Context: an optimization exercise on an open-source flow, tuned for small area. The choices shown serve that exercise and are no tape-out recipe.
Only simulation tests tie the RTL to the original design; equivalence was not proved.
Power and IR drop assume default switching activity.

lane 5:
// systolic_array
module systolic_array #(
    parameter m = 8,
    parameter n = 8,
    parameter input_width = 8
)
(
    input clk, reset,
    input [0:m * input_width - 1] in_row,
    input [0:n * input_width - 1] in_col,
    output [0:m * n * 2 * input_width - 1] out
);
clock: 6.0 ns
lec_check: 0
cap_margin: 5
core_margin: 2
core_utilization: 70
place_density: 0.8
slew_margin: 5
synth_hierarchical: 1
synth_minimum_keep_size: 0
standard.sh (not shown) runs the stock make flow with config.mk's settings and CLKGATE_MAP_FILE= SYNTH_SCRIPT=/design/flow/synth_recipe.tcl, a recipe that flattens the netlist after the stock synthesis.
==> flow/flow/run.sh <==
#!/bin/bash
# The standard layout (standard.sh, unchanged synthesis), with the port
# buffers made as the smallest buffer cell rather than a delay buffer, and a
# clock tree of smaller buffers without dummy loads.
set -euo pipefail
export BUFFER_PORTS_ARGS="-buffer_cell sky130_fd_sc_hd__buf_1"
export GPL_KEEP_OVERFLOW=0
export CTS_ARGS="-sink_clustering_enable -repair_clock_nets -dont_use_dummy_load -sink_clustering_size 14 -sink_clustering_max_diameter 80 -buf_list {sky130_fd_sc_hd__clkbuf_4 sky130_fd_sc_hd__clkbuf_8}"
bash standard.sh > standard.log 2>&1
[inputs] lane 2 vs lane 5
Settings: CORE_UTILIZATION now 65, was 70; CAP_MARGIN now 20, was 5; PLACE_DENSITY now 0.75, was 0.8; SLEW_MARGIN now 20, was 5.
## What came out
Lane 2 vs lane 5 — wire length of the first global-routing pass dropped slightly. Lane 2 -> lane 5: fraction of area in registers flat. Delta (lane 2 minus lane 5): growth of design area from synthesis to finish rose by 0.31 points, via count decreased by 0.91% relative to the old numbers, simple-gate share of the synthesized area stayed essentially flat, wire length on met1 up 1.8%. Lane 5 → lane 2: number of placement rows now sits higher; total power now sits lower. [compare] base=lane 5 new=lane 2: clock buffer count in the final layout up 1.2%, setup slack has increased.


systolic_array, a different RTL version from the one above (not shown whole).
Size: about 14000 cells after synthesis, ~1900 flip-flops, about 1200 I/O pins.
==> flow/config.mk <==
export PLATFORM = sky130hd
export DESIGN_NAME = systolic_array
export DESIGN_NICKNAME = systolic_array
export VERILOG_FILES = /design/flow/design.v
export SDC_FILE = /design/flow/constraint.sdc
export NUM_CORES = 4
export LEC_CHECK = 0
export CAP_MARGIN = 20
export CORE_MARGIN = 2
export CORE_UTILIZATION = 65
export PLACE_DENSITY = 0.75
export SLEW_MARGIN = 20
export SYNTH_HIERARCHICAL = 1
export SYNTH_MINIMUM_KEEP_SIZE = 0
==> flow/constraint.sdc <==
create_clock -name core_clock -period 6.0 [get_ports {clk}]
set_input_delay 1.2000 -clock core_clock [delete_from_list [all_inputs] [get_ports {clk}]]
set_output_delay 1.2000 -clock core_clock [all_outputs]
set_load 0.01 [all_outputs]
==> flow/flow/run.sh <==
#!/bin/bash
# The standard layout (standard.sh, unchanged synthesis), with the port
# buffers made as the smallest buffer cell rather than a delay buffer, and a
# clock tree of smaller buffers without dummy loads.
set -euo pipefail
export BUFFER_PORTS_ARGS="-buffer_cell sky130_fd_sc_hd__buf_1"
export CTS_ARGS="-sink_clustering_enable -repair_clock_nets -dont_use_dummy_load -sink_clustering_size 10 -sink_clustering_max_diameter 70 -buf_list {sky130_fd_sc_hd__clkbuf_4 sky130_fd_sc_hd__clkbuf_8}"
bash standard.sh > standard.log 2>&1
Rerun with:
==> flow/flow/run.sh (replaced) <==
#!/bin/bash
# The standard layout (standard.sh, unchanged synthesis), with the port
# buffers made as the smallest buffer cell rather than a delay buffer, and a
# clock tree of smaller buffers without dummy loads.
set -euo pipefail
export BUFFER_PORTS_ARGS="-buffer_cell sky130_fd_sc_hd__buf_1"
export GPL_KEEP_OVERFLOW=0
export CTS_ARGS="-sink_clustering_enable -repair_clock_nets -dont_use_dummy_load -sink_clustering_size 14 -sink_clustering_max_diameter 80 -buf_list {sky130_fd_sc_hd__clkbuf_4 sky130_fd_sc_hd__clkbuf_8}"
bash standard.sh > standard.log 2>&1
The changed run finished with timing, DRC and antenna clean.
Wire length came out lower by a few percent.
Final cell count came out lower by a few percent.
Worst hold slack improves by 48 ps.

[afterwards: timing with drivers on the ports]
How much do the figures lean on ideal ports? The routed layouts below were timed once more, with nothing changed but the port constraints.
Step 1 assumes that a clkbuf_16 drives the clock port and a buf_2 every other input.
Step 2 adds t to the input delays and takes it off the output delays; t is the mean of the earliest and latest rising clock arrival at the registers after step 1. Input paths then give back, and output paths get back, about the clock's delay inside the block.
a / b / c = ideal ports / drivers / drivers and shift; a / b = the first two.
| run | t (ns) | setup slack, ns | cell pins on the clock port's net |
|---|---|---|---|
| lane 5 | 1.086 | 0.130 / 0.130 / -0.647 | 1 |
| lane 2 | 1.077 | 0.135 / 0.135 / -0.396 | 1 |
| the first run of note 2 | 1.125 | 0.150 / 0.150 / -0.197 | 1 |
| the second run of note 2 | 1.065 | 0.125 / 0.125 / -0.422 | 1 |
With both steps, setup timing fails in every run listed, where it was met with ideal ports. The setup slack of lane 5, which loses most, moves by 0.000 ns with the drivers and by -0.777 ns with both steps.
